From an optimization exercise on the open Yosys and OpenROAD flow, aimed at a short achievable clock period and few clock cycles; shortcuts taken in it are not production practice. Where RTL was checked, it was by simulation tests only, not by an equivalence proof against the original. Only the layout flow was run in runs 1 and 3; the RTL was not checked for function there. Power and IR drop assume default switching activity.

File: design/flow/config.mk
export PLATFORM = sky130hd
export DESIGN_NAME = riscv_forwarding_pipeline
export DESIGN_NICKNAME = riscv_forwarding_pipeline
export VERILOG_FILES = /design/flow/design.v
export SDC_FILE = /design/flow/constraint.sdc
export NUM_CORES = 4
export LEC_CHECK = 0
export CAP_MARGIN = 20
export CORE_MARGIN = 2
export CORE_UTILIZATION = 40
export SETUP_SLACK_MARGIN = 4.0
export SLEW_MARGIN = 20
File: design/flow/constraint.sdc
create_clock -name core_clock -period 7.0 [get_ports {clk}]
set_input_delay 1.4000 -clock core_clock [delete_from_list [all_inputs] [get_ports {clk}]]
set_output_delay 1.4000 -clock core_clock [all_outputs]
set_load 0.01 [all_outputs]
File: design/flow/design.v
localparam[3:0] ALUOP_AND = 4'b0000;
localparam[3:0] ALUOP_OR = 4'b0001;
localparam[3:0] ALUOP_ADD = 4'b0010;
localparam[3:0] ALUOP_SUB = 4'b0011;
localparam[3:0] ALUOP_LT = 4'b0111;
localparam[3:0] ALUOP_XOR = 4'b1101;
`timescale 1 ns / 1 ps
module ks_add #(parameter W = 32) (a, b, cin, s);
    input  [W-1:0] a, b;
    input          cin;
    output [W-1:0] s;
    localparam L = $clog2(W);
    logic [W-1:0] g [0:L];
    logic [W-1:0] p [0:L];
    logic [W-1:0] x, c;
    always_comb begin
        g[0] = a & b;
        p[0] = a | b;
        g[0][0] = (a[0] & b[0]) | ((a[0] | b[0]) & cin);
        for (int l = 0; l < L; l++) begin
            for (int i = 0; i < W; i++) begin
                if (i >= (1 << l)) begin
                    g[l+1][i] = g[l][i] | (p[l][i] & g[l][i - (1 << l)]);
                    p[l+1][i] = p[l][i] & p[l][i - (1 << l)];
                end else begin
                    g[l+1][i] = g[l][i];
                    p[l+1][i] = p[l][i];
                end
            end
        end
    end
    assign x = a ^ b;
    assign c = {g[L][W-2:0], cin};
    assign s = x ^ c;
endmodule
module alu(op1, op2, lop1, lop2, op_add, op_sub, op_and, op_or, op_xor, op_slt, sum, result);
    input  [31:0] op1, op2;          
    input  [31:0] lop1, lop2;        
    input         op_add, op_sub, op_and, op_or, op_xor, op_slt;
    output [31:0] sum;
    output [31:0] result;
    logic [31:0] diff;
    logic        lt;
    ks_add #(32) add_u(.a(op1), .b(op2),  .cin(1'b0), .s(sum));
    ks_add #(32) sub_u(.a(op1), .b(~op2), .cin(1'b1), .s(diff));
    assign lt = (op1[31] ^ op2[31]) ? op1[31] : diff[31];
    assign result = ({32{op_add}} & sum)
                  | ({32{op_sub}} & diff)
                  | ({32{op_and}} & (lop1 & lop2))
                  | ({32{op_or}}  & (lop1 | lop2))
                  | ({32{op_xor}} & (lop1 ^ lop2))
                  | ({31'b0, op_slt & lt});
endmodule
`timescale 1 ns / 1 ps
module regfile(clk, regAddrA, regAddrB, regAddrWrite, regWriteData, regWrite, regReadDataA, regReadDataB);
    input clk, regWrite;
    input [4:0] regAddrA, regAddrB, regAddrWrite;
    input [31:0] regWriteData;
    output logic [31:0] regReadDataA, regReadDataB;
    logic [31:0] register[31:1];
    always_ff@(posedge clk) begin
        if (regWrite && regAddrWrite != 5'd0)
            register[regAddrWrite] <= regWriteData;
    end
    assign regReadDataA = (regAddrA == 5'd0) ? 32'h0 : register[regAddrA];
    assign regReadDataB = (regAddrB == 5'd0) ? 32'h0 : register[regAddrB];
endmodule
`timescale 1 ns / 1 ps
module riscv_forwarding_pipeline #(parameter INITIAL_PC = 32'h00400000)
(clk, rst, instruction, dReadData, PC, iMemRead, dAddress, dWriteData, MemRead, MemWrite);
    input wire logic clk, rst;
    input wire logic [31:0] instruction, dReadData;
    output logic iMemRead, MemRead, MemWrite;
    output logic [31:0] PC, dAddress, dWriteData;
    localparam [6:0] BRANCH_OPCODE = 7'b1100011;
    localparam [6:0] R_TYPE_OPCODE = 7'b0110011;
    localparam [6:0] LOAD_OPCODE   = 7'b0000011;
    localparam [6:0] IMM_OPCODE    = 7'b0010011;
    localparam [6:0] STORE_OPCODE  = 7'b0100011;
    localparam BTB_N    = 4;                  
    localparam TAG_HI   = 11;                 
    localparam TAG_LO   = 2;
    logic [31:0] pc_f;
    logic        stall, stall2;               
    logic [BTB_N-1:0] btb_v;
    logic [TAG_HI:TAG_LO] btb_tag [BTB_N];
    logic [31:0] btb_tgt  [BTB_N];
    logic [31:0] btb_word [BTB_N];
    logic [31:TAG_HI+1] btb_hi [BTB_N];      
    logic [1:0]  btb_ptr;                     
    logic        bw_en;
    logic [TAG_HI:TAG_LO] bw_tag;
    logic [31:0] bw_tgt, bw_word;
    logic [31:TAG_HI+1] bw_hi;
    logic [31:0] pc_d;
    logic [31:13] pc_d_hi_p1, pc_d_hi_m1;     
    logic        d_valid;
    logic        d_pred;                      
    logic [BTB_N-1:0] d_hitv;                 
    logic [31:0] d_pred_word;                 
    logic [31:TAG_HI+1] d_pred_hi;            
    logic [31:0] ex_a, ex_b, ex_sd;           
    logic [31:0] ex_tgt;                      
    logic [31:0] ex_pc;                       
    logic [BTB_N-1:0] ex_hitv;
    logic        ex_add, ex_sub, ex_and, ex_or, ex_xor, ex_slt;
    logic        ex_cbr, ex_fix, ex_ld, ex_st, ex_wr, ex_go;
    logic [4:0]  ex_rd;
    logic        la0, la1, lb0, lb1, ls0, ls1;
    logic [31:0] mem_res, dq_addr, dq_wdata;
    logic        mem_ld, mem_st, mem_wr;
    logic [4:0]  mem_rd;
    logic [31:0] wb_res;
    logic        wb_ld, wb_wr;
    logic [4:0]  wb_rd;
    logic [31:0] wb_data;
    assign wb_data = wb_ld ? dReadData : wb_res;
    logic [31:0] opf_a, opf_b, opf_sd, ex_sum, ex_result;
    logic        ex_taken, ex_redirect;
    assign opf_a  = la0 ? dReadData : ex_a;
    assign opf_b  = lb0 ? dReadData : ex_b;
    assign opf_sd = ls0 ? dReadData : ex_sd;
    alu my_alu(.op1(ex_a), .op2(ex_b), .lop1(opf_a), .lop2(opf_b),
               .op_add(ex_add), .op_sub(ex_sub), .op_and(ex_and),
               .op_or(ex_or), .op_xor(ex_xor), .op_slt(ex_slt),
               .sum(ex_sum), .result(ex_result));
    assign ex_taken    = ex_cbr && (ex_a == ex_b);
    assign ex_redirect = ex_go && (ex_taken || ex_fix);
    logic [6:0]  d_op;
    logic [2:0]  d_f3;
    logic [4:0]  d_rs1, d_rs2, d_rd;
    logic        d_is_r, d_is_i, d_is_ld, d_is_st, d_is_br, d_dk, d_logic;
    logic        d_use1, d_use2, d_wr, d_alusrc, d_slow1, d_slow2;
    logic [31:0] d_iimm, d_simm, d_imm, d_tgt;
    logic [12:0] d_boff;
    logic [13:0] d_tgt_lo;
    logic [31:0] rf_a, rf_b;
    logic        d_add, d_sub, d_and, d_or, d_xor, d_slt;
    assign d_op  = instruction[6:0];
    assign d_f3  = instruction[14:12];
    assign d_rd  = instruction[11:7];
    assign d_rs1 = instruction[19:15];
    assign d_rs2 = instruction[24:20];
    assign d_is_r  = (d_op == R_TYPE_OPCODE);
    assign d_is_i  = (d_op == IMM_OPCODE);
    assign d_is_ld = (d_op == LOAD_OPCODE);
    assign d_is_st = (d_op == STORE_OPCODE);
    assign d_is_br = (d_op == BRANCH_OPCODE);
    assign d_dk    = d_is_br && (d_rs1 == d_rs2);        
    assign d_logic = (d_is_r || d_is_i) && (d_f3 == 3'b100 || d_f3 == 3'b110 || d_f3 == 3'b111);
    assign d_use1   = d_is_r || d_is_i || d_is_ld || d_is_st || (d_is_br && !d_dk);
    assign d_use2   = d_is_r || d_is_st || (d_is_br && !d_dk);
    assign d_wr     = (d_is_r || d_is_i || d_is_ld) && (d_rd != 5'd0);
    assign d_alusrc = d_is_i || d_is_ld || d_is_st;
    assign d_slow1  = d_use1 && !d_logic;
    assign d_slow2  = (d_is_r && !d_logic) || (d_is_br && !d_dk);
    assign d_iimm = {{20{instruction[31]}}, instruction[31:20]};
    assign d_simm = {{20{instruction[31]}}, instruction[31:25], instruction[11:7]};
    assign d_imm  = d_is_st ? d_simm : d_iimm;
    assign d_boff = {instruction[31], instruction[7], instruction[30:25], instruction[11:8], 1'b0};
    ks_add #(14) tgt_add(.a({1'b0, pc_d[12:0]}), .b({1'b0, d_boff}), .cin(1'b0), .s(d_tgt_lo));
    always_comb begin
        d_tgt[12:0] = d_tgt_lo[12:0];
        case ({instruction[31], d_tgt_lo[13]})
            2'b01:   d_tgt[31:13] = pc_d_hi_p1;
            2'b10:   d_tgt[31:13] = pc_d_hi_m1;
            default: d_tgt[31:13] = pc_d[31:13];
        endcase
    end
    always_comb begin
        d_add = 1'b0; d_sub = 1'b0; d_and = 1'b0; d_or = 1'b0; d_xor = 1'b0; d_slt = 1'b0;
        if (d_is_r || d_is_i) begin
            case (d_f3)
                3'b111: d_and = 1'b1;
                3'b110: d_or  = 1'b1;
                3'b100: d_xor = 1'b1;
                3'b010: d_slt = 1'b1;
                3'b000: if (d_is_r && instruction[31:25] == 7'b0100000) d_sub = 1'b1; else d_add = 1'b1;
                default: d_add = 1'b1;
            endcase
        end else
            d_add = 1'b1;
    end
    regfile my_regfile(.clk(clk), .regAddrA(d_rs1), .regAddrB(d_rs2), .regAddrWrite(wb_rd),
                       .regWriteData(wb_data), .regWrite(wb_wr), .regReadDataA(rf_a), .regReadDataB(rf_b));
    logic d_adv, d_redirect, d_mismatch;
    assign d_adv      = d_valid && !stall && !ex_redirect;    
    assign d_redirect = d_adv && !d_pred && d_dk;
    assign d_mismatch = d_pred && (instruction != d_pred_word || pc_d[31:TAG_HI+1] != d_pred_hi);
    logic e1a, e1b, m2a, m2b;
    assign e1a = ex_wr && (ex_rd == d_rs1);
    assign e1b = ex_wr && (ex_rd == d_rs2);
    assign m2a = !e1a && mem_wr && (mem_rd == d_rs1);
    assign m2b = !e1b && mem_wr && (mem_rd == d_rs2);
    logic haz_one, haz_two;
    assign haz_two = ex_ld && ((e1a && d_slow1) || (e1b && d_slow2));
    assign haz_one = ex_ld && ((e1a && d_use1) || (e1b && d_use2)) ||
                     mem_ld && ((m2a && d_slow1) || (m2b && d_slow2));
    logic [BTB_N-1:0] f_hitv;
    logic             btb_hit, d_redir_raw;
    logic [31:0]      btb_t, btb_w, pc_seq, pc_next;
    logic [31:TAG_HI+1] btb_h;
    always_comb begin
        btb_t = 32'h0;
        btb_w = 32'h0;
        btb_h = '0;
        for (int i = 0; i < BTB_N; i++) begin
            f_hitv[i] = btb_v[i] && (btb_tag[i] == pc_f[TAG_HI:TAG_LO]);
            btb_t = btb_t | ({32{f_hitv[i]}} & btb_tgt[i]);
            btb_w = btb_w | ({32{f_hitv[i]}} & btb_word[i]);
            btb_h = btb_h | ({(31-TAG_HI){f_hitv[i]}} & btb_hi[i]);
        end
    end
    assign btb_hit = |f_hitv;
    assign d_redir_raw = d_valid && !d_pred && d_dk;
    always_comb begin
        pc_seq = btb_hit ? btb_t : pc_f + 32'd4;
        if (ex_redirect)
            pc_next = ex_fix ? ex_pc : ex_tgt;
        else if (d_redir_raw)
            pc_next = d_tgt;
        else
            pc_next = pc_seq;
    end
    always_ff @(posedge clk) begin
        if (rst)
            pc_f <= INITIAL_PC;
        else if (!stall)
            pc_f <= pc_next;
    end
    always_ff @(posedge clk) begin
        if (rst)
            bw_en <= 1'b0;
        else
            bw_en <= d_redirect;
        bw_tag  <= pc_d[TAG_HI:TAG_LO];
        bw_tgt  <= d_tgt;
        bw_word <= instruction;
        bw_hi   <= pc_d[31:TAG_HI+1];
    end
    always_ff @(posedge clk) begin
        if (rst) begin
            btb_v   <= '0;
            btb_ptr <= 2'd0;
        end else if (ex_redirect && ex_fix) begin
            btb_v   <= btb_v & ~ex_hitv;
        end else if (bw_en) begin
            btb_v[btb_ptr]    <= 1'b1;
            btb_tag[btb_ptr]  <= bw_tag;
            btb_tgt[btb_ptr]  <= bw_tgt;
            btb_word[btb_ptr] <= bw_word;
            btb_hi[btb_ptr]   <= bw_hi;
            btb_ptr           <= btb_ptr + 2'd1;
        end
    end
    always_ff @(posedge clk) begin
        if (rst) begin
            d_valid <= 1'b0;
            d_pred  <= 1'b0;
        end else if (!stall) begin
            d_valid <= !(ex_redirect || d_redirect);
            d_pred  <= btb_hit && !(ex_redirect || d_redirect);
            d_hitv  <= f_hitv;
        end
        if (!stall) begin
            pc_d        <= pc_f;
            pc_d_hi_p1  <= pc_f[31:13] + 19'd1;
            pc_d_hi_m1  <= pc_f[31:13] - 19'd1;
            d_pred_word <= btb_w;
            d_pred_hi   <= btb_h;
        end
    end
    always_ff @(posedge clk) begin
        if (rst) begin
            stall  <= 1'b0;
            stall2 <= 1'b0;
        end else begin
            stall  <= stall2 || (d_adv && (haz_one || haz_two));
            stall2 <= d_adv && haz_two;
        end
    end
    assign iMemRead = !stall;
    logic [31:0] hold_a, hold_b, hold_sd;         
    logic [31:0] nx_a, nx_b, nx_sd;
    logic        w3a, w3b, rfa, rfb;
    assign w3a = !e1a && !m2a && wb_wr && (wb_rd == d_rs1);
    assign w3b = !e1b && !m2b && wb_wr && (wb_rd == d_rs2);
    assign rfa = !e1a && !m2a && !w3a && (d_rs1 != 5'd0);
    assign rfb = !e1b && !m2b && !w3b && (d_rs2 != 5'd0);
    assign nx_a  = ({32{e1a}} & ex_result) | ({32{m2a}} & mem_res) |
                   ({32{w3a}} & wb_data)   | ({32{rfa}} & rf_a);
    assign nx_sd = ({32{e1b}} & ex_result) | ({32{m2b}} & mem_res) |
                   ({32{w3b}} & wb_data)   | ({32{rfb}} & rf_b);
    assign nx_b  = d_alusrc ? d_imm : nx_sd;
    always_ff @(posedge clk) begin
        ex_a    <= !stall ? nx_a  : la0 ? dReadData : hold_a;
        ex_b    <= !stall ? nx_b  : lb0 ? dReadData : hold_b;
        ex_sd   <= !stall ? nx_sd : ls0 ? dReadData : hold_sd;
        hold_a  <= !stall ? nx_a  : la0 ? dReadData : ex_a;
        hold_b  <= !stall ? nx_b  : lb0 ? dReadData : ex_b;
        hold_sd <= !stall ? nx_sd : ls0 ? dReadData : ex_sd;
    end
    always_ff @(posedge clk) begin
        if (rst) begin
            ex_cbr <= 1'b0; ex_fix <= 1'b0; ex_ld <= 1'b0; ex_st <= 1'b0; ex_wr <= 1'b0;
            ex_go <= 1'b1;
            la0 <= 1'b0; la1 <= 1'b0; lb0 <= 1'b0; lb1 <= 1'b0; ls0 <= 1'b0; ls1 <= 1'b0;
        end else if (stall) begin
            la0 <= la1; la1 <= 1'b0;
            lb0 <= lb1; lb1 <= 1'b0;
            ls0 <= ls1; ls1 <= 1'b0;
            ex_go <= !stall2;
        end else begin
            la1 <= e1a && ex_ld;
            la0 <= m2a && mem_ld;
            lb1 <= !d_alusrc && e1b && ex_ld;
            lb0 <= !d_alusrc && m2b && mem_ld;
            ls1 <= e1b && ex_ld;
            ls0 <= m2b && mem_ld;
            ex_tgt     <= d_tgt;
            ex_pc      <= pc_d;
            ex_hitv    <= d_hitv;
            ex_rd      <= d_rd;
            ex_add <= d_add; ex_sub <= d_sub; ex_and <= d_and;
            ex_or  <= d_or;  ex_xor <= d_xor; ex_slt <= d_slt;
            ex_cbr <= d_adv && d_is_br && !d_dk;
            ex_fix <= d_adv && d_mismatch;
            ex_ld  <= d_adv && d_is_ld;
            ex_st  <= d_adv && d_is_st;
            ex_wr  <= d_adv && d_wr;
            ex_go  <= !(d_adv && (haz_one || haz_two));
        end
    end
    always_ff @(posedge clk) begin
        if (rst || stall || ex_fix) begin
            mem_ld <= 1'b0; mem_st <= 1'b0; mem_wr <= 1'b0;
        end else begin
            mem_ld <= ex_ld;
            mem_st <= ex_st;
            mem_wr <= ex_wr;
        end
        mem_res <= ex_result;
        mem_rd  <= ex_rd;
        if ((ex_ld || ex_st) && !stall)
            dq_addr <= ex_sum;
        if (ex_st && !stall)
            dq_wdata <= opf_sd;
    end
    assign MemRead    = mem_ld;
    assign MemWrite   = mem_st;
    assign dAddress   = dq_addr;
    assign dWriteData = dq_wdata;
    assign PC         = pc_f;
    always_ff @(posedge clk) begin
        if (rst) begin
            wb_ld <= 1'b0; wb_wr <= 1'b0;
        end else begin
            wb_ld <= mem_ld;
            wb_wr <= mem_wr;
        end
        wb_res <= mem_res;
        wb_rd  <= mem_rd;
    end
endmodule
File: design/flow/flow/run.sh
#!/bin/bash
# Layout flow: the standard ORFS flow, with one change to synthesis:
# no ADDER_MAP_FILE, so Yosys does not extract full/half adder cells and
# ABC maps the adders (and everything else) as plain logic. Registers,
# their names and cell types are the same as in the standard synthesis.
set -euo pipefail
bash standard.sh ADDER_MAP_FILE= finish > flow_make.log 2>&1
File: design/flow/standard.sh
#!/bin/bash
# synth_recipe.tcl (not shown) runs the flow's synth.tcl, then flattens the netlist and writes it again
# the make line also repeats each setting of config.mk as NAME=value (left out here)
make -C /OpenROAD-flow-scripts/flow DESIGN_CONFIG=/design/flow/config.mk WORK_HOME=/design/flow/orfs CLKGATE_MAP_FILE= SYNTH_SCRIPT=/design/flow/synth_recipe.tcl "${@:-finish}"
==> results.toml, run 1 <==
[global_route]
grt_pass1_wl_um = 422000
grt.overflow.total = 0
grt_max_degree = 149
grt_pass1_vias = 57100
grtUsageTotal_pct = 25.0
antenna_found_initial = 20

[sta]
fin_ws_ps = 3700
fin_skew_ps = 41.7
hold_viol_final = 0
setup_viol = 0
rsz0062_at_grt = "yes"
slew_headroom_pct = 29.8
fmaxAchievable_mhz = 303
slew_violations = 0
tightestPinTransition_ps = 1050
finalCriticalPeriod_ps = 3300
fin_crit_sh_pct = 47.1
totalNegativeSetupSlack_ps = 0

[job]
drv_cap = 0

[placement]
place_congestion = 0.934
dp_cells = 8903
dp_slack_ps = 1830
io_buffers = 164
dp_hpwl_um = 172000

[detailed_routing]
route.detailed.wl_per_inst_um = 31.5
totalWireLength_um = 304000
first_pass_iters = 6
dr_total_vias = 60000
viasPerCell = 6.21
drt_iter0_drc = 7339
drc = 0
drtAntennaViolNets = 0

[cts]
clockBufferDepth = 3
cts.sinks = 2055
clk_pin_slew_worst_paths_ps = 60
clk_latency_ps = 870
numCtsBuffers = 204
cts_max_level = 4
cts_tree = "built"
root_buffer = "clkbuf_16"

[yosys]
synth_compound_area_share_pct = 8.63
synth-edff-count = 1635
synth_simple_gate_area_share_pct = 5.31
yosysUniqueCellTypes = 104
synth_top_family_by_area = "multiplexers"
synth-adder-area-share_pct = 0.535
syn_area_per_cell_um2 = 15.2
syn-num-nets = 6102
synth_seq_area_share_pct = 62.6
synth_seq_cells = 2055
netlist_instances = 6036
ys_dominant_reg_cell = "edfxtp_1"
synthArstFlopShare_pct = 0
yosys.area_share.xor_xnor_pct = 2.56
yosys_warnings = 8
syn_area_um2 = 91900
synth.area.mux_share_pct = 18.0

[hold_path]
hold_path_startpoint = "mem_res[4]"
hold_path.class = "reg -> reg"
hold_depth = 0

[layout]
stdcell_count = 9652
fillers = 18700
area_growth_pct = 22.2
drive_above_1_share_pct = 31.5
final_nets = 6520

[pwr]
leakage_nw = 37.3
ir_drop_mv = 0.241
powerDensity_nw_per_um2 = 269

[setup_path]
cp-end-kind = "register"
crit_required_ps = 7760
rr_startpoint = "ex_b[3]"
crit_slowest_cell = "mux4_2"
critical_path_class = "in -> reg"
worstPathMaxFanout = 7
cp.arrival_ps = 4060
cp-start-kind = "primary input"
path_cells = "buf_16 > buf_16 > buf_12 > buf_16 > mux4_2 > mux4_2 > mux2i_4 > o21ai_2 > a41oi_2 > o211ai_1 > nor2_1 > o21ba_2"
worstPathBufferInverterCount = 4
crit_start = "instruction[20]"
critPathTopFamily = "multiplexers"
critPathMaxStageDelay_ps = 520
crit_top_cell = "buf_16"
cp_num_cells = 12
worst-r2r-cell-count = 11

[die]
io_pins = 165
fp.dieH_um = 483
die-area_um2 = 233000
core-area_um2 = 228000
dieWidth_um = 483
start_util_pct = 40.3
placementRows = 175

[run_status]
outcome = "no timing/DRC/antenna violations"
-- sequential cells by signal, indices dropped and copies added (netlist names), 40 cells and up --
| signal | count |
|---|---|
| btb_hi | 80 |
| btb_tag | 40 |
| btb_tgt | 128 |
| btb_word | 128 |
| my_regfile.register | 992 |
-- power by group --
group / switching, mW / total, mW / internal, mW
registers: 0.325 / 14.4 / 14.0
clock network: 4.82 / 11.3 / 6.49
logic: 2.79 / 4.52 / 1.73
total: 7.94 / 30.2 / 22.3
-- layer usage --
metal	track usage (%)	up-vias	routed length, um
met5	0	-	39
met3	4.65	620	27500
met2	40.0	3065	144000
met1	34.1	31300	120000
met4	9.27	6	12200
li1	-	25000	-
-- cell families (layout without fill, tap and decap cells) --
| group | Yosys count | count (layout) |
|---|---|---|
| DFF | 2055 | 2055 |
| AOI/OAI and AO/OA | 1171 | 1171 |
| and+or+nand+nor | 1021 | 1024 |
| muxes | 924 | 924 |
| buffers and inverters | 548 | 1143 |
| xor gates and xnor gates | 268 | 268 |
| adders and majority gates | 49 | 49 |
| other | 0 | 9 |
-- cell usage after synthesis, types with 25 or more instances --
| library cell | count | area share [%] |
|---|---|---|
| xor2_1 | 112 | 1.1 |
| a22oi_1 | 219 | 1.8 |
| nor4_1 | 39 | 0.27 |
| inv_1 | 103 | 0.42 |
| mux2_2 | 66 | 0.81 |
| maj3_1 | 48 | 0.52 |
| nand4_1 | 28 | 0.19 |
| nor2b_1 | 44 | 0.30 |
| a221oi_1 | 48 | 0.46 |
| mux4_2 | 576 | 14 |
| a211oi_1 | 34 | 0.28 |
| dfxtp_1 | 420 | 9.2 |
| nand2b_1 | 50 | 0.34 |
| and3_1 | 28 | 0.19 |
| buf_1 | 80 | 0.33 |
| nand3_1 | 70 | 0.38 |
| xnor2_1 | 156 | 1.5 |
| o22ai_1 | 28 | 0.19 |
| a32oi_1 | 28 | 0.27 |
| edfxtp_1 | 1635 | 53 |
| or3_1 | 46 | 0.31 |
| and2_1 | 25 | 0.17 |
| buf_2 | 77 | 0.42 |
| nand2_1 | 290 | 1.2 |
| a31oi_1 | 44 | 0.30 |
| mux2i_1 | 282 | 3.1 |
| o21ai_0 | 232 | 1.3 |
| o211ai_1 | 33 | 0.27 |
| nor3_1 | 58 | 0.32 |
| clkbuf_1 | 282 | 1.2 |
| a221o_1 | 25 | 0.27 |
| nor2_1 | 292 | 1.2 |
| a21oi_1 | 279 | 1.5 |
-- path summary, 6_finish.rpt --
path                 endpoint  slack (ps)
setup / recovery  hold_sd[15]        3700
hold / removal      wb_res[4]         370
setup reg to reg  hold_sd[14]        3810
hold reg to reg     wb_res[4]         370
-- layout by cell type, fill, tap and decap left out, types with 65 or more instances in the layout --
cell       count
a21oi_1      232
buf_12        69
mux2i_1      220
o21ai_0      147
xnor2_1      146
nor2_1       237
edfxtp_1    1635
xor2_1       102
mux2_2        65
dfxtp_1      329
buf_4        281
a22oi_1      200
mux4_2       576
inv_1        100
nand2_1      276
clkbuf_16    221
-- metrics by stage --
| stage | cell area, um^2 | hold slack, ps | power (mW) | util (%) |
|---|---|---|---|---|
| 6_report | 112000 | 369 | 30.2 | 49.2 |
| 3_5_place_dp | 97400 | 359 | 18.1 | 42.7 |
| 2_1_floorplan | 93200 | 351 | 16.8 | - |
| 3_3_place_gp | 97400 | 357 | 18.1 | 42.7 |
| 4_1_cts | 110000 | 363 | 29.9 | 48.2 |
| 5_1_grt | 112000 | 377 | 31.1 | 49.2 |
-- final cells by class --
type / instances / area, um^2 / share of cell area [%]
Timing Repair Buffer: 650 / 7850 / 6.99
Timing Repair inverter: 3 / 26.3 / 0.0234
Clock inverter: 116 / 1240 / 1.11
Antenna cell: 9 / 22.5 / 0.0201
Clock buffer: 270 / 5640 / 5.03
Sequential cell: 2055 / 57700 / 51.5
Inverter: 104 / 414 / 0.369
Multi-Input combinational cell: 3436 / 35500 / 31.6
Tap cell: 3009 / 3760 / 3.35
-- what timing repair did --
item / 4_1_cts / 5_1_grt
setup endpoints to repair: 548 / 325
hold buffers: 0 / 0
setup buffers: 194 / 100
endpoints found under the hold margin: 0 / 0
gates cloned: 46 / 14
pin swaps: 97 / 112
gates resized for setup: 852 / 308
==> inputs of run 2 (changes only) <==
--- a/design/flow/design.v
+++ b/design/flow/design.v
@@ -6,9 +6,8 @@
 localparam[3:0] ALUOP_XOR = 4'b1101;
 `timescale 1 ns / 1 ps
-module ks_add #(parameter W = 32) (a, b, cin, s);
+module ks_add #(parameter W = 32, parameter L = 5) (a, b, cin, s);   
     input  [W-1:0] a, b;
     input          cin;
     output [W-1:0] s;
-    localparam L = $clog2(W);
     logic [W-1:0] g [0:L];
     logic [W-1:0] p [0:L];
@@ -159,5 +158,5 @@
     assign d_imm  = d_is_st ? d_simm : d_iimm;
     assign d_boff = {instruction[31], instruction[7], instruction[30:25], instruction[11:8], 1'b0};
-    ks_add #(14) tgt_add(.a({1'b0, pc_d[12:0]}), .b({1'b0, d_boff}), .cin(1'b0), .s(d_tgt_lo));
+    ks_add #(14, 4) tgt_add(.a({1'b0, pc_d[12:0]}), .b({1'b0, d_boff}), .cin(1'b0), .s(d_tgt_lo));
     always_comb begin
         d_tgt[12:0] = d_tgt_lo[12:0];
==> run 2 against run 1 <==
Critical path depth did not move. Design area did not move. Clock power barely moved. Final cell count did not move. Combinational power barely moved. Sequential power barely moved. Hold slack did not move. Wire length did not move. Setup slack did not move. Sequential share of layout area did not move.
==> results.toml, run 2 <==
[yosys]
syn-num-nets = 6102
synthArstFlopShare_pct = 0
yosysTopAreaCell = "edfxtp_1"
synth-edff-count = 1635
yosysUniqueCellTypes = 104
syn_area_per_cell_um2 = 15.2
synth_most_common_cell = "edfxtp_1"
synth_seq_cells = 2055
yosysTopAreaCellShare_pct = 53.5
netlist_instances = 6036
ys_dominant_reg_cell = "edfxtp_1"
syn_area_um2 = 91900
yosys_warnings = 8
synth_area_leaders = "edfxtp_1, mux4_2, dfxtp_1"
synth_seq_area_share_pct = 62.6
ys_top_cells_by_count = "edfxtp_1, mux4_2, dfxtp_1"

[detailed_routing]
drc = 0
totalWireLength_um = 304000
dr_total_vias = 60000
drt_iter0_drc = 7339
drtAntennaViolNets = 0
viasPerCell = 6.21
route.detailed.wl_per_inst_um = 31.5
first_pass_iters = 6

[die]
io_pins = 165
core-area_um2 = 228000
placementRows = 175
die-area_um2 = 233000
fp.dieH_um = 483
dieWidth_um = 483
start_util_pct = 40.3

[global_route]
antenna_found_initial = 20
grt_pass1_wl_um = 422000
grt_max_degree = 149
grtUsageTotal_pct = 25.0
grt_pass1_vias = 57100
grt.overflow.total = 0

[layout]
largest_reg_flops = 992
final_nets = 6520
design_area_um2 = 112000
reg_top3 = "my_regfile.register: 992 flops, btb_tgt: 128 flops, btb_word: 128 flops"
drive_above_1_share_pct = 31.5
finalCoreUtilization_pct = 49.2
mostFrequentLayoutCell = "edfxtp_1"
final_cell_mix = "edfxtp_1, mux4_2, dfxtp_1"
stdcell_count = 9652
top_register = "my_regfile.register"
area_growth_pct = 22.2

[setup_path]
cp-start-kind = "primary input"
crit_slowest_cell = "mux4_2"
crit_required_ps = 7760
critPathTopFamily = "multiplexers"
crit_top_cell = "buf_16"
cp-end-kind = "register"
path_cells = "buf_16 > buf_16 > buf_12 > buf_16 > mux4_2 > mux4_2 > mux2i_4 > o21ai_2 > a41oi_2 > o211ai_1 > nor2_1 > o21ba_2"
critical_path_class = "in -> reg"
critPathMaxStageDelay_ps = 520
worstPathMaxFanout = 7
cp.arrival_ps = 4060
worstPathBufferInverterCount = 4

[sta]
hold_viol_final = 0
setup_viol = 0
fin_ws_ps = 3700
totalNegativeSetupSlack_ps = 0
slew_violations = 0
rsz0062_at_grt = "yes"
slew_headroom_pct = 29.8
finalCriticalPeriod_ps = 3300
fmaxAchievable_mhz = 303
fin_hold_ws_ps = 369
tightestPinTransition_ps = 1050
fin_crit_sh_pct = 47.1
fin_skew_ps = 41.7

[cts]
cts_tree = "built"
root_buffer = "clkbuf_16"
clockBufferDepth = 3
numCtsBuffers = 204
cts_max_level = 4
holdBufCountCts = 0
clk_pin_slew_worst_paths_ps = 60
cts.sinks = 2055
clk_latency_ps = 870

[placement]
dp_cells = 8903
io_buffers = 164
placed_cell_area_um2 = 97400
place_congestion = 0.934
dp_hpwl_um = 172000
dp_slack_ps = 1830

[pwr]
ir_drop_mv = 0.241
p_total_mw = 30.2
powerDensity_nw_per_um2 = 269
leakage_nw = 37.3

[hold_path]
hold_path.class = "reg -> reg"

[job]
drv_cap = 0

[run_status]
outcome = "no timing/DRC/antenna violations"
-- run 2: layout make-up --
type                    instances  area (um^2)
clock buffers                 270         5640
flip-flops and latches       2055        57700
fillers                     18700       116000
diodes                          9         22.5
multi-input cells            3436        35500
inverters                     104          414
clock inverters               116         1240
repair inverters                3         26.3
well taps                    3009         3760
repair buffers                650         7850
-- run 2: kinds of logic (layout without fill, tap and decap cells) --
group           Yosys count  after routing  share of synthesized area [%]
mux                     924            924                           18.0
fa+ha+maj                49             49                          0.535
other cells               0              9                              0
xor+xnor                268            268                           2.56
simple gates           1021           1024                           5.31
flops                  2055           2055                           62.6
buf+inv                 548           1143                           2.37
compound gates         1171           1171                           8.63
-- run 2: power breakdown --
part | switching, mW | internal [mW]
Sequential | 0.325 | 14.0
Clock | 4.82 | 6.49
Combinational | 2.79 | 1.73
Total | 7.94 | 22.3
-- run 2: worst reg2reg max path: cells and delay by family, from the launching register on --
family	cells	cell delay, ps
buf+inv	1	140
simple gates	2	320
xor+xnor	1	240
flops	1	370
compound gates	7	2020
-- run 2: final timing paths --
path	start	endpoint	slack, ps	cells after the start
max reg2reg	ex_b[3]	hold_sd[14]	3810	11
min reg2reg	mem_res[4]	wb_res[4]	370	0
max	instruction[20]	hold_sd[15]	3700	12
min	mem_res[4]	wb_res[4]	370	0
-- run 2: what timing repair did --
item | 4_1_cts | 5_1_grt
resized for setup | 852 | 308
endpoints found under the setup margin | 548 | 325
cloned | 46 | 14
pin swaps | 97 | 112
buffers inserted | 194 | 100
-- run 2: metal layers --
layer  wire, um  up-vias  part of all wire [%]  GRT usage (%)
met3      27500      620                   9.1           4.65
met5         39        -                 0.013              0
met1     120000    31300                    40           34.1
met2     144000     3065                    47           40.0
met4      12200        6                   4.0           9.27
li1           -    25000                     -              -
Testbench counts of run 2, summed over its fixed seeds: cycles 223,586.
==> inputs of run 3 (changes only) <==
--- a/design/flow/design.v
+++ b/design/flow/design.v
@@ -187,9 +187,11 @@
     assign d_redirect = d_adv && !d_pred && d_dk;
     assign d_mismatch = d_pred && (instruction != d_pred_word || pc_d[31:TAG_HI+1] != d_pred_hi);
-    logic e1a, e1b, m2a, m2b;
+    logic e1a, e1b, m2a, m2b, sh_m, sh_w;
+    assign sh_m = ex_wr && (ex_rd == mem_rd);
+    assign sh_w = (ex_wr && (ex_rd == wb_rd)) || (mem_wr && (mem_rd == wb_rd));
     assign e1a = ex_wr && (ex_rd == d_rs1);
     assign e1b = ex_wr && (ex_rd == d_rs2);
-    assign m2a = !e1a && mem_wr && (mem_rd == d_rs1);
-    assign m2b = !e1b && mem_wr && (mem_rd == d_rs2);
+    assign m2a = mem_wr && !sh_m && (mem_rd == d_rs1);
+    assign m2b = mem_wr && !sh_m && (mem_rd == d_rs2);
     logic haz_one, haz_two;
     assign haz_two = ex_ld && ((e1a && d_slow1) || (e1b && d_slow2));
@@ -228,4 +230,11 @@
             pc_f <= pc_next;
     end
+    logic [31:0] pc_out;
+    always_ff @(posedge clk) begin
+        if (rst)
+            pc_out <= INITIAL_PC;
+        else
+            pc_out <= (stall && !stall2) ? pc_f : pc_next;
+    end
     always_ff @(posedge clk) begin
         if (rst)
@@ -270,21 +279,24 @@
         end
     end
+    logic fetch_en;                           
     always_ff @(posedge clk) begin
         if (rst) begin
-            stall  <= 1'b0;
-            stall2 <= 1'b0;
+            stall    <= 1'b0;
+            stall2   <= 1'b0;
+            fetch_en <= 1'b1;
         end else begin
-            stall  <= stall2 || (d_adv && (haz_one || haz_two));
-            stall2 <= d_adv && haz_two;
+            stall    <= stall2 || (d_adv && (haz_one || haz_two));
+            stall2   <= d_adv && haz_two;
+            fetch_en <= !(stall2 || (d_adv && (haz_one || haz_two)));
         end
     end
-    assign iMemRead = !stall;
+    assign iMemRead = fetch_en;
     logic [31:0] hold_a, hold_b, hold_sd;         
     logic [31:0] nx_a, nx_b, nx_sd;
     logic        w3a, w3b, rfa, rfb;
-    assign w3a = !e1a && !m2a && wb_wr && (wb_rd == d_rs1);
-    assign w3b = !e1b && !m2b && wb_wr && (wb_rd == d_rs2);
-    assign rfa = !e1a && !m2a && !w3a && (d_rs1 != 5'd0);
-    assign rfb = !e1b && !m2b && !w3b && (d_rs2 != 5'd0);
+    assign w3a = wb_wr && !sh_w && (wb_rd == d_rs1);
+    assign w3b = wb_wr && !sh_w && (wb_rd == d_rs2);
+    assign rfa = !(e1a || m2a || w3a);
+    assign rfb = !(e1b || m2b || w3b);
     assign nx_a  = ({32{e1a}} & ex_result) | ({32{m2a}} & mem_res) |
                    ({32{w3a}} & wb_data)   | ({32{rfa}} & rf_a);
@@ -341,8 +353,6 @@
         mem_res <= ex_result;
         mem_rd  <= ex_rd;
-        if ((ex_ld || ex_st) && !stall)
-            dq_addr <= ex_sum;
-        if (ex_st && !stall)
-            dq_wdata <= opf_sd;
+        dq_addr  <= ex_sum;
+        dq_wdata <= opf_sd;
     end
     assign MemRead    = mem_ld;
@@ -350,5 +360,5 @@
     assign dAddress   = dq_addr;
     assign dWriteData = dq_wdata;
-    assign PC         = pc_f;
+    assign PC         = pc_out;
     always_ff @(posedge clk) begin
         if (rst) begin
==> design/flow/flow/run.sh (replaced) <==
#!/bin/bash
# Layout flow: the standard ORFS flow (standard.sh) with two changes:
#  - synthesis without ADDER_MAP_FILE, so Yosys does not extract full/half
#    adder cells and ABC maps the adders like the rest of the logic
#    (registers, their names and cell types are those of the standard
#    synthesis);
#  - the buffers that global placement puts on every input and output port
#    are buf_4 cells instead of the flow's default choice.
set -euo pipefail
bash standard.sh ADDER_MAP_FILE= "BUFFER_PORTS_ARGS=-buffer_cell sky130_fd_sc_hd__buf_4" finish > flow_make.log 2>&1
--- a/design/flow/config.mk
+++ b/design/flow/config.mk
@@ -9,4 +9,4 @@
 export CORE_MARGIN = 2
 export CORE_UTILIZATION = 40
-export SETUP_SLACK_MARGIN = 4.0
+export SETUP_SLACK_MARGIN = 4.4
 export SLEW_MARGIN = 20
==> run 3 against run 2 <==
Synthesized cell count rose by 4.2%. Wire length grew 7.2%. Critical path depth down 1. Clock skew up 1.9 ps. Hold slack worse by 11 ps. Power is 5.9% higher. Sequential share of layout area decreased by 2.4 points. Critical path type is now reg -> reg. Largest cell class unchanged. Highest routed layer unchanged.
==> results.toml, run 3 <==
[setup_path]
worst-r2r-cell-count = 11
r2r_slack_ps = 3750
cp-start-kind = "register"
crit_required_ps = 7760
cp.arrival_ps = 4010
rr_startpoint = "ex_b[1]"
worstPathMaxFanout = 4
r2r_end = "hold_b[30]"
critical_path_class = "reg -> reg"
cp-end-kind = "register"

[run_status]
outcome = "no timing/DRC/antenna violations"

[die]
io_pins = 165
die-area_um2 = 236000
fp.dieH_um = 486
dieWidth_um = 486
placementRows = 176
core-area_um2 = 231000
start_util_pct = 40.3

[layout]
register_area_um2 = 57900
finalCoreUtilization_pct = 51.2
final_nets = 6918
mostFrequentLayoutCell = "edfxtp_1"
area_growth_pct = 27.0
design_area_um2 = 118000
largest_reg_flops = 992
stdcell_count = 10100
reg_top3 = "my_regfile.register: 992 flops, btb_tgt: 128 flops, btb_word: 128 flops"
drive_above_1_share_pct = 38.5
top_register = "my_regfile.register"
final_cell_mix = "edfxtp_1, mux4_2, buf_4"
multiInputGateArea_um2 = 38100
fillers = 18500

[sta]
slew_violations = 0
fin_hold_ws_ps = 358
hold_viol_final = 0
finalCriticalPeriod_ps = 3250
totalNegativeSetupSlack_ps = 0
fin_skew_ps = 43.7
rsz0062_at_grt = "yes"
fmaxAchievable_mhz = 307
fin_crit_sh_pct = 46.5
fin_ws_ps = 3750
slew_headroom_pct = 20.7
tightestPinTransition_ps = 1170
setup_viol = 0

[detailed_routing]
first_pass_iters = 6
totalWireLength_um = 326000
drtAntennaViolNets = 0
viasPerCell = 6.31
route.detailed.wl_per_inst_um = 32.3
dr_total_vias = 63600
drt_iter0_drc = 8023
drc = 0

[pwr]
p_total_mw = 32.0
powerDensity_nw_per_um2 = 271
ir_drop_mv = 0.223
leakage_nw = 39.8

[hold_path]
hold_path_startpoint = "mem_res[25]"
hold_path.class = "reg -> reg"
holdPathEnd = "wb_res[25]"
hold_depth = 0

[placement]
place_congestion = 0.913
dp_slack_ps = 1690
placed_cell_area_um2 = 97700
dp_cells = 9140
dp_hpwl_um = 170000
io_buffers = 164

[yosys]
ys_dominant_reg_cell = "edfxtp_1"
synth_most_common_cell = "edfxtp_1"
netlist_instances = 6292
syn_area_per_cell_um2 = 14.8
yosysUniqueCellTypes = 105
synth_seq_area_share_pct = 61.9
synthArstFlopShare_pct = 0
syn_area_um2 = 92900
synth_area_leaders = "edfxtp_1, mux4_2, dfxtp_1"
yosysTopAreaCellShare_pct = 50.8
synth-edff-count = 1571
syn-num-nets = 6358
ys_top_cells_by_count = "edfxtp_1, mux4_2, dfxtp_1"
synth_seq_cells = 2088
yosysTopAreaCell = "edfxtp_1"
yosys_warnings = 8

[cts]
clk_latency_ps = 870
holdBufCountCts = 0
clk_pin_slew_worst_paths_ps = 60
clockBufferDepth = 3
cts_max_level = 4
root_buffer = "clkbuf_16"
cts.sinks = 2088
numCtsBuffers = 207
cts_tree = "built"

[global_route]
grtUsageTotal_pct = 26.6
grt.overflow.total = 0
grt_pass1_wl_um = 453000
antenna_found_initial = 21
grt_pass1_vias = 61000
grt_max_degree = 162

[job]
drv_cap = 0
-- run 3: cell types whose count changed in the layout (fill, tap and decap cells not counted), sizes merged, moves of 62 or more --
cell / previous run / this run
dfxtp: 420 / 517
dlygate4sd2: 62 / 0
a22oi: 219 / 148
a21oi: 281 / 353
edfxtp: 1635 / 1571
buf: 490 / 782
-- run 3: worst max-delay path, cell delays in order (launching register included) --
cell and delay, ps:
dfxtp_4 380, inv_2 60, a2111oi_4 400, o31ai_2 90, buf_4 180, o21ai_4 250, a211oi_4 140, o41ai_2 390
xor2_2 200, a21o_2 270, or3_4 410, o41a_1 360
-- run 3: layout make-up --
cell class	instances	area share, %
Clock inverter	127	1.10
Inverter	123	0.424
Clock buffer	261	4.82
Multi-Input combinational cell	3618	32.3
Antenna cell	7	0.0148
Tap cell	3026	3.21
Timing Repair Buffer	811	9.04
Timing Repair inverter	3	0.0170
Sequential cell	2088	49.1
-- run 3: cell families (layout without fill, tap and decap cells) --
family / count (synthesis) / after routing / share of synthesized area [%]
adders and majority gates: 55 / 55 / 0.599
xor gates and xnor gates: 276 / 276 / 2.60
AOI/OAI and AO/OA: 1257 / 1257 / 8.92
DFF: 2088 / 2088 / 61.9
buffers and inverters: 590 / 1325 / 2.56
muxes: 928 / 928 / 17.8
other: 0 / 7 / 0
and+or+nand+nor: 1098 / 1102 / 5.61
-- run 3: what timing repair did --
action | CTS | global route
setup endpoints to repair | 1464 | 945
gates resized for setup | 1247 | 464
hold endpoints to repair | 0 | 0
pin swaps | 235 | 168
buffers inserted | 298 | 135
gates cloned | 82 | 12
-- run 3: report_power, final --
group	total, mW	internal [mW]	switching [mW]
registers	14.7	14.3	0.437
logic	5.74	2.42	3.32
clock network	11.5	6.57	4.92
-- run 3: routing by layer --
layer,wire [um],vias to the layer above,GRT usage [%]
met3,34500,701,5.58
met1,127000,33000,36.4
met4,14100,2,10.0
li1,-,26100,-
met5,18,-,0
met2,150000,3795,41.9
-- run 3: how the worst max path moves through the flow --
| stage | from | to | slack, ps | depth (start not counted) |
|---|---|---|---|---|
| 2_1_floorplan | rst | btb_hi[1][0] | 2390 | 4 |
| 3_3_place_gp | instruction[20] | hold_b[4] | 1660 | 11 |
| 3_5_place_dp | instruction[20] | hold_b[4] | 1690 | 11 |
| 4_1_cts | ex_b[2] | hold_b[30] | 3790 | 10 |
| 5_1_grt | ex_b[0] | hold_b[30] | 3690 | 11 |
| 6_report | ex_b[1] | hold_b[30] | 3750 | 11 |
==> inputs of run 4 (changes only) <==
--- a/design/flow/design.v
+++ b/design/flow/design.v
@@ -105,4 +105,5 @@
     logic        ex_add, ex_sub, ex_and, ex_or, ex_xor, ex_slt;
     logic        ex_cbr, ex_fix, ex_ld, ex_st, ex_wr, ex_go;
+    logic        ex_cbr_r, ex_fix_r, ex_ld_r, ex_st_r, ex_wr_r, ex_kill;
     logic [4:0]  ex_rd;
     logic        la0, la1, lb0, lb1, ls0, ls1;
@@ -124,4 +125,9 @@
                .op_or(ex_or), .op_xor(ex_xor), .op_slt(ex_slt),
                .sum(ex_sum), .result(ex_result));
+    assign ex_cbr = ex_cbr_r && !ex_kill;
+    assign ex_fix = ex_fix_r && !ex_kill;
+    assign ex_ld  = ex_ld_r  && !ex_kill;
+    assign ex_st  = ex_st_r  && !ex_kill;
+    assign ex_wr  = ex_wr_r  && !ex_kill;
     assign ex_taken    = ex_cbr && (ex_a == ex_b);
     assign ex_redirect = ex_go && (ex_taken || ex_fix);
@@ -184,5 +190,5 @@
                        .regWriteData(wb_data), .regWrite(wb_wr), .regReadDataA(rf_a), .regReadDataB(rf_b));
     logic d_adv, d_redirect, d_mismatch;
-    assign d_adv      = d_valid && !stall && !ex_redirect;    
+    assign d_adv      = d_valid && !stall;
     assign d_redirect = d_adv && !d_pred && d_dk;
     assign d_mismatch = d_pred && (instruction != d_pred_word || pc_d[31:TAG_HI+1] != d_pred_hi);
@@ -314,5 +320,6 @@
     always_ff @(posedge clk) begin
         if (rst) begin
-            ex_cbr <= 1'b0; ex_fix <= 1'b0; ex_ld <= 1'b0; ex_st <= 1'b0; ex_wr <= 1'b0;
+            ex_cbr_r <= 1'b0; ex_fix_r <= 1'b0; ex_ld_r <= 1'b0; ex_st_r <= 1'b0; ex_wr_r <= 1'b0;
+            ex_kill <= 1'b0;
             ex_go <= 1'b1;
             la0 <= 1'b0; la1 <= 1'b0; lb0 <= 1'b0; lb1 <= 1'b0; ls0 <= 1'b0; ls1 <= 1'b0;
@@ -335,9 +342,10 @@
             ex_add <= d_add; ex_sub <= d_sub; ex_and <= d_and;
             ex_or  <= d_or;  ex_xor <= d_xor; ex_slt <= d_slt;
-            ex_cbr <= d_adv && d_is_br && !d_dk;
-            ex_fix <= d_adv && d_mismatch;
-            ex_ld  <= d_adv && d_is_ld;
-            ex_st  <= d_adv && d_is_st;
-            ex_wr  <= d_adv && d_wr;
+            ex_cbr_r <= d_adv && d_is_br && !d_dk;
+            ex_fix_r <= d_adv && d_mismatch;
+            ex_ld_r  <= d_adv && d_is_ld;
+            ex_st_r  <= d_adv && d_is_st;
+            ex_wr_r  <= d_adv && d_wr;
+            ex_kill  <= ex_redirect;
             ex_go  <= !(d_adv && (haz_one || haz_two));
         end
==> run 4 against run 3 <==
Synthesized area increased by 0.20%. Sequential power about the same. Via count increased by 1.1%. Critical path type unchanged. Design area increased by 1.1%. Power decreased by 0.45%. Critical path depth increased by 5. Die area increased by 0.20%. Clock power about the same. Still clean. Critical endpoint is now pc_f[16].
==> results.toml, run 4 <==
[sta]
totalNegativeSetupSlack_ps = 0
fin_crit_sh_pct = 46.3
slew_headroom_pct = 22.4
setup_viol = 0
rsz0062_at_grt = "yes"
slew_violations = 0
fin_skew_ps = 71.7
fmaxAchievable_mhz = 308
hold_viol_final = 0
finalCriticalPeriod_ps = 3240
tightestPinTransition_ps = 1160

[yosys]
yosysUniqueCellTypes = 88
yosysTopAreaCellShare_pct = 50.7
syn_area_per_cell_um2 = 14.8
yosysTopAreaCell = "edfxtp_1"
ys_dominant_reg_cell = "edfxtp_1"
yosys_warnings = 8
ys_top_cells_by_count = "edfxtp_1, mux4_2, dfxtp_1"
synth_seq_cells = 2089
synthArstFlopShare_pct = 0
synth_most_common_cell = "edfxtp_1"
syn-num-nets = 6349
synth_seq_area_share_pct = 61.8
syn_area_um2 = 93100
synth-edff-count = 1571
netlist_instances = 6283
synth_area_leaders = "edfxtp_1, mux4_2, dfxtp_1"

[global_route]
grt_pass1_wl_um = 463000
antenna_found_initial = 19
grt_max_degree = 95
grtUsageTotal_pct = 27.3
grt.overflow.total = 0
grt_pass1_vias = 62300

[detailed_routing]
drt_iter0_drc = 8448
drc = 0
totalWireLength_um = 334000
dr_total_vias = 64200
drtAntennaViolNets = 0
first_pass_iters = 6
viasPerCell = 6.35
route.detailed.wl_per_inst_um = 33.0

[setup_path]
worst-r2r-cell-count = 16
critical_path_class = "reg -> reg"
cp-start-kind = "register"
worstPathMaxFanout = 5
cp-end-kind = "register"
cp.arrival_ps = 4010
crit_required_ps = 7770

[cts]
cts.sinks = 2089
cts_tree = "built"
cts_max_level = 4
holdBufCountCts = 0
numCtsBuffers = 210
clk_pin_slew_worst_paths_ps = 70
clk_latency_ps = 910
root_buffer = "clkbuf_16"
clockBufferDepth = 3

[placement]
place_congestion = 0.905
io_buffers = 164
dp_hpwl_um = 177000

[die]
die-area_um2 = 237000
core-area_um2 = 232000
io_pins = 165
fp.dieH_um = 487
dieWidth_um = 487
placementRows = 177
start_util_pct = 40.1

[hold_path]
hold_depth = 0
hold_path.class = "reg -> reg"

[layout]
reg_top3 = "my_regfile.register: 992 flops, btb_tgt: 128 flops, btb_word: 128 flops"
final_nets = 6950
drive_above_1_share_pct = 39.7
mostFrequentLayoutCell = "edfxtp_1"
largest_reg_flops = 992
area_growth_pct = 28.1
top_register = "my_regfile.register"
final_cell_mix = "edfxtp_1, mux4_2, buf_4"

[job]
drv_cap = 0

[pwr]
powerDensity_nw_per_um2 = 267
ir_drop_mv = 0.206
p_total_mw = 31.8
leakage_nw = 40.6

[run_status]
outcome = "no timing/DRC/antenna violations"
-- run 4: cell types whose count changed in the layout (fill, tap and decap cells not counted), sizes merged, moves of 17 or more --
cell	previous run	this run
nand2b	51	68
a31oi	51	69
inv	124	96
mux2	49	72
a21oi	353	314
nand2	335	280
mux2i	303	325
o21ai	262	223
nand3	74	55
nor2b	63	31
nor2	305	344
buf	782	825
-- run 4: layout make-up --
type                    instances  area (um^2)
clock buffers                 279         5880
repair buffers                863        11000
clock inverters               116         1120
fillers                     18600       113000
inverters                      96          384
diodes                          9         22.5
flip-flops and latches       2089        58000
well taps                    3043         3810
multi-input cells            3624        39100
-- run 4: cells by family after synthesis --
family	synth area share, %
buffers and inverters	2.41
multiplexers	18.3
AND/OR/NAND/NOR	5.51
flip-flops	61.8
AO/OA/AOI/OAI	8.87
adder cells (fa/ha/maj)	0.380
XOR/XNOR	2.75
-- run 4: worst paths after layout --
kind                                   from         end  slack (ps)
worst max-delay path                ex_b[4]    pc_f[16]        3760
worst min-delay path            mem_res[17]  wb_res[17]         370
worst max register to register      ex_b[4]    pc_f[16]        3760
worst min register to register  mem_res[17]  wb_res[17]         370
-- run 4: routing by layer --
metal | wire length [um] | up-vias | track usage, %
met5 | 42 | - | 0
met4 | 20600 | 6 | 13.7
met3 | 33700 | 876 | 5.57
met2 | 155000 | 3866 | 43.3
met1 | 125000 | 33200 | 35.6
li1 | - | 26200 | -
-- run 4: timing repair --
action	in CTS	in global routing
pin swaps	299	226
endpoints found under the setup margin	1624	502
cloned	85	7
buffers inserted	354	128
gates resized for setup	1446	402
-- run 4: worst max-delay path, cell delays in order, from the launching register on --
cell	delay [ps]
dfxtp_4	390
buf_4	140
buf_6	110
buf_6	110
buf_12	120
xnor2_4	160
nand4_1	310
nor4_4	420
a41o_4	320
buf_12	120
buf_6	90
buf_8	100
and2_4	280
a31oi_2	70
o221ai_2	80
o22a_1	210
a211oi_2	80
-- run 4: stage by stage --
stage                     cells  hold slack, ps  worst slack [ps]  utilization, %  cell area, um^2
after detailed placement   9140             359              1590            42.2            97900
final                     10100             367              3760            51.4           119000
after global placement     9140             358              1560            42.2            97900
after CTS                  9974             359              3810            50.0           116000
after global routing      10100             374              3710            51.4           119000
after floorplan            6283             329              2590               -            93200
-- run 4: power by group --
part           switching [mW]  total, mW  internal (mW)
Sequential              0.415       14.7           14.3
Clock                    5.09       11.4           6.32
Combinational            3.25       5.68           2.43
Testbench counts of run 4, summed over its fixed seeds: cycles 223,586.
==> inputs of run 5 (changes only) <==
--- a/design/flow/design.v
+++ b/design/flow/design.v
@@ -189,8 +189,4 @@
     regfile my_regfile(.clk(clk), .regAddrA(d_rs1), .regAddrB(d_rs2), .regAddrWrite(wb_rd),
                        .regWriteData(wb_data), .regWrite(wb_wr), .regReadDataA(rf_a), .regReadDataB(rf_b));
-    logic d_adv, d_redirect, d_mismatch;
-    assign d_adv      = d_valid && !stall;
-    assign d_redirect = d_adv && !d_pred && d_dk;
-    assign d_mismatch = d_pred && (instruction != d_pred_word || pc_d[31:TAG_HI+1] != d_pred_hi);
     logic e1a, e1b, m2a, m2b, sh_m, sh_w;
     assign sh_m = ex_wr && (ex_rd == mem_rd);
@@ -200,4 +196,17 @@
     assign m2a = mem_wr && !sh_m && (mem_rd == d_rs1);
     assign m2b = mem_wr && !sh_m && (mem_rd == d_rs2);
+    logic        w3a, w3b, rfa, rfb;
+    assign w3a = wb_wr && !sh_w && (wb_rd == d_rs1);
+    assign w3b = wb_wr && !sh_w && (wb_rd == d_rs2);
+    assign rfa = !(e1a || m2a || w3a);
+    assign rfb = !(e1b || m2b || w3b);
+    logic mem_zero, wb_zero, d_zt;
+    assign mem_zero = (mem_res == 32'h0);
+    assign d_zt = d_is_br && (d_rs2 == 5'd0) &&
+                  ((m2a && !mem_ld && mem_zero) || (w3a && !wb_ld && wb_zero));
+    logic d_adv, d_redirect, d_mismatch;
+    assign d_adv      = d_valid && !stall;
+    assign d_redirect = d_adv && !d_pred && (d_dk || d_zt);
+    assign d_mismatch = d_pred && (instruction != d_pred_word || pc_d[31:TAG_HI+1] != d_pred_hi);
     logic haz_one, haz_two;
     assign haz_two = ex_ld && ((e1a && d_slow1) || (e1b && d_slow2));
@@ -220,5 +229,5 @@
     end
     assign btb_hit = |f_hitv;
-    assign d_redir_raw = d_valid && !d_pred && d_dk;
+    assign d_redir_raw = d_valid && !d_pred && (d_dk || d_zt);
     always_comb begin
         pc_seq = btb_hit ? btb_t : pc_f + 32'd4;
@@ -247,5 +256,5 @@
             bw_en <= 1'b0;
         else
-            bw_en <= d_redirect;
+            bw_en <= d_redirect && d_dk;
         bw_tag  <= pc_d[TAG_HI:TAG_LO];
         bw_tgt  <= d_tgt;
@@ -300,9 +309,4 @@
     logic [31:0] hold_a, hold_b, hold_sd;         
     logic [31:0] nx_a, nx_b, nx_sd;
-    logic        w3a, w3b, rfa, rfb;
-    assign w3a = wb_wr && !sh_w && (wb_rd == d_rs1);
-    assign w3b = wb_wr && !sh_w && (wb_rd == d_rs2);
-    assign rfa = !(e1a || m2a || w3a);
-    assign rfb = !(e1b || m2b || w3b);
     assign nx_a  = ({32{e1a}} & ex_result) | ({32{m2a}} & mem_res) |
                    ({32{w3a}} & wb_data)   | ({32{rfa}} & rf_a);
@@ -342,5 +346,5 @@
             ex_add <= d_add; ex_sub <= d_sub; ex_and <= d_and;
             ex_or  <= d_or;  ex_xor <= d_xor; ex_slt <= d_slt;
-            ex_cbr_r <= d_adv && d_is_br && !d_dk;
+            ex_cbr_r <= d_adv && d_is_br && !d_dk && !d_zt;
             ex_fix_r <= d_adv && d_mismatch;
             ex_ld_r  <= d_adv && d_is_ld;
@@ -377,4 +381,5 @@
         end
         wb_res <= mem_res;
+        wb_zero <= mem_zero;
         wb_rd  <= mem_rd;
     end
==> run 5 against run 4 <==
Power about the same. Critical path type is now in -> reg. Global-route usage increased by 1.8 points. Synthesized area up 0.76%. Clock power barely moved. First-iteration DRC count up 8.5%. Synthesized cell count up 4.0%. Final cell count up 4.2%. Combinational power up 4.4%. Sequential power about the same. Hold slack improved by 29 ps. Critical endpoint is now pc_out[30]. Wire length grew 7.3%.
==> results.toml, run 5 <==
[sta]
fmaxAchievable_mhz = 301
fin_ws_ps = 3680
slew_violations = 0
fin_skew_ps = 43.7
hold_viol_final = 0
rsz0062_at_grt = "yes"
slew_headroom_pct = 15.2
totalNegativeSetupSlack_ps = 0
fin_crit_sh_pct = 47.5
finalCriticalPeriod_ps = 3320
tightestPinTransition_ps = 1260
setup_viol = 0

[yosys]
synth_seq_cells = 2090
synth_most_common_cell = "edfxtp_1"
synthArstFlopShare_pct = 0
ys_dominant_reg_cell = "edfxtp_1"
yosysTopAreaCellShare_pct = 50.3
synth.area.mux_share_pct = 16.2
netlist_instances = 6534
synth_compound_area_share_pct = 10.5
syn_area_um2 = 93800
yosys.area_share.xor_xnor_pct = 2.66
synth_simple_gate_area_share_pct = 6.18
syn_area_per_cell_um2 = 14.4
synth_area_leaders = "edfxtp_1, mux4_2, dfxtp_1"
yosys_warnings = 8
yosysTopAreaCell = "edfxtp_1"
ys_top_cells_by_count = "edfxtp_1, dfxtp_1, mux4_2"
synth_seq_area_share_pct = 61.3
synth_top_family_by_area = "multiplexers"
yosysUniqueCellTypes = 101
synth-adder-area-share_pct = 0.493
syn-num-nets = 6600
synth-edff-count = 1571

[cts]
cts_max_level = 4
numCtsBuffers = 209
clockBufferDepth = 3
holdBufCountCts = 0
cts_tree = "built"
clk_pin_slew_worst_paths_ps = 60
clk_latency_ps = 900
root_buffer = "clkbuf_16"
cts.sinks = 2090

[detailed_routing]
drc = 0
route.detailed.wl_per_inst_um = 34.0
drt_iter0_drc = 9162
totalWireLength_um = 359000
viasPerCell = 6.44
drtAntennaViolNets = 0
dr_total_vias = 67900
first_pass_iters = 6

[setup_path]
r2r_slack_ps = 3730
worst-r2r-cell-count = 13
critical_path_class = "in -> reg"
rr_startpoint = "ex_a[2]"
worstPathMaxFanout = 9
cp-start-kind = "primary input"
cp-end-kind = "register"
cp.arrival_ps = 4100
crit_required_ps = 7780
r2r_end = "ex_b[28]"

[global_route]
antenna_found_initial = 17
grt.overflow.total = 0
grt_max_degree = 197
grt_pass1_vias = 64800
grt_pass1_wl_um = 493000
grtUsageTotal_pct = 29.0

[hold_path]
hold_depth = 0
holdPathEnd = "wb_res[12]"
hold_path_startpoint = "mem_res[12]"
hold_path.class = "reg -> reg"

[layout]
stdcell_count = 10500
drive_above_1_share_pct = 40.8
top_register = "my_regfile.register"
largest_reg_flops = 992
fillers = 18700
finalCoreUtilization_pct = 52.5
area_growth_pct = 30.4
reg_top3 = "my_regfile.register: 992 flops, btb_tgt: 128 flops, btb_word: 128 flops"
final_nets = 7289
final_cell_mix = "edfxtp_1, mux4_2, buf_4"
mostFrequentLayoutCell = "edfxtp_1"

[die]
placementRows = 177
dieWidth_um = 488
io_pins = 165
fp.dieH_um = 488
start_util_pct = 40.3
core-area_um2 = 233000
die-area_um2 = 238000

[pwr]
p_total_mw = 31.8
leakage_nw = 41.8
powerDensity_nw_per_um2 = 260
ir_drop_mv = 0.234

[placement]
io_buffers = 164
dp_cells = 9470
dp_slack_ps = 1680
dp_hpwl_um = 192000
place_congestion = 0.937

[job]
drv_cap = 0

[run_status]
outcome = "no timing/DRC/antenna violations"
==> run 5: kinds of logic (layout without fill, tap and decap cells) <==
family / after synthesis / count (layout)
flip-flops: 2090 / 2090
AO/OA/AOI/OAI: 1407 / 1407
AND/OR/NAND/NOR: 1219 / 1227
multiplexers: 886 / 886
buffers and inverters: 601 / 1461
XOR/XNOR: 285 / 285
adder cells (fa/ha/maj): 46 / 46
other: 0 / 7
==> run 5: layout make-up <==
cell class / instances / area [um^2] / area share [%]
Antenna cell: 7 / 17.5 / 0.0143
Clock buffer: 289 / 5850 / 4.78
Clock inverter: 101 / 851 / 0.695
Inverter: 95 / 398 / 0.325
Multi-Input combinational cell: 3851 / 40900 / 33.4
Sequential cell: 2090 / 58000 / 47.4
Tap cell: 3132 / 3920 / 3.20
Timing Repair Buffer: 976 / 12500 / 10.2
==> run 5: per-layer routing <==
layer | GRT usage [%] | vias up | wire length [um]
met5 | 0 | - | 67
li1 | - | 27400 | -
met1 | 37.6 | 34900 | 130000
met2 | 45.3 | 4488 | 163000
met3 | 6.48 | 1091 | 39400
met4 | 16.2 | 10 | 25500
==> run 5: how the worst max path moves through the flow <==
stage | start | to | depth (start not counted)
floorplan | rst | btb_hi[1][0] | 3
global placement | instruction[23] | hold_b[31] | 13
detailed placement | instruction[23] | hold_b[31] | 13
CTS | instruction[26] | pc_out[23] | 13
global route | ex_a[2] | ex_b[28] | 13
finish | instruction[25] | pc_out[30] | 14
==> run 5: where the power goes <==
part | internal (mW) | switching (mW) | leakage, nW
combinational | 2.47 | 3.45 | 19.7
sequential | 14.2 | 0.467 | 18.8
clock | 6.24 | 4.93 | 3.29
total | 23.0 | 8.85 | 41.8
==> run 5: through the flow <==
stage	hold slack [ps]	instance area, um^2
2_1_floorplan	346	94600
5_1_grt	409	122000
3_5_place_dp	377	98800
3_3_place_gp	373	98800
4_1_cts	389	118000
6_report	397	122000
==> run 5: repair_timing <==
action,4_1_cts,5_1_grt
endpoints found under the setup margin,1548,744
resized for setup,1532,549
setup buffers,412,161
gates cloned,90,11
hold endpoints to repair,0,0
pin swaps,352,267
==> run 5: worst max-delay path, stage by stage <==
cell and delay, ps:
buf_16 140, a21o_1 190, a221oi_2 360, or2_4 210, buf_4 110, nand2_4 70
a31o_4 260, o21ai_4 220, buf_8 200, buf_4 140, o22ai_4 70, a221oi_2 330
o21a_1 190, o21a_1 210
Testbench counts of run 5, summed over its fixed seeds: cycles 220,848.

## static timing again, ports no longer ideal
Ports are ideal in the flow. The routed layouts listed here were re-timed in OpenROAD.
Step 1: set_driving_cell puts a clkbuf_16 on clk and a buf_2 on each other input, an assumption about the parent block.
Step 2 moves the port delays by t, midway between the first and last clock arrival at a register: inputs arrive t later, outputs are due t later. That takes back most of the time a late clock gives input paths.
Slacks: ideal / step 1 / step 2; pairs: ideal / step 1.
run	t (ns)	setup WS [ns]	hold slack, ns	worst setup path at the end	worst slew at a driven data input, ns
run 1	0.948	3.700 / 3.512 / 2.564	0.369 / 0.369 / 0.369	input to register	0.33
run 2	0.948	3.700 / 3.512 / 2.564	0.369 / 0.369 / 0.369	input to register	0.33
run 3	0.944	3.748 / 3.465 / 2.521	0.358 / 0.358 / 0.358	input to register	0.47
run 4	0.974	3.757 / 3.354 / 2.381	0.367 / 0.367 / 0.367	input to register	0.70
run 5	0.962	3.678 / 3.290 / 2.328	0.397 / 0.397 / 0.397	input to register	0.65
After both steps every run listed still meets setup and hold. For run 4, which loses most, drivers alone change the setup slack by -0.403 ns; drivers and shift together by -1.376 ns.
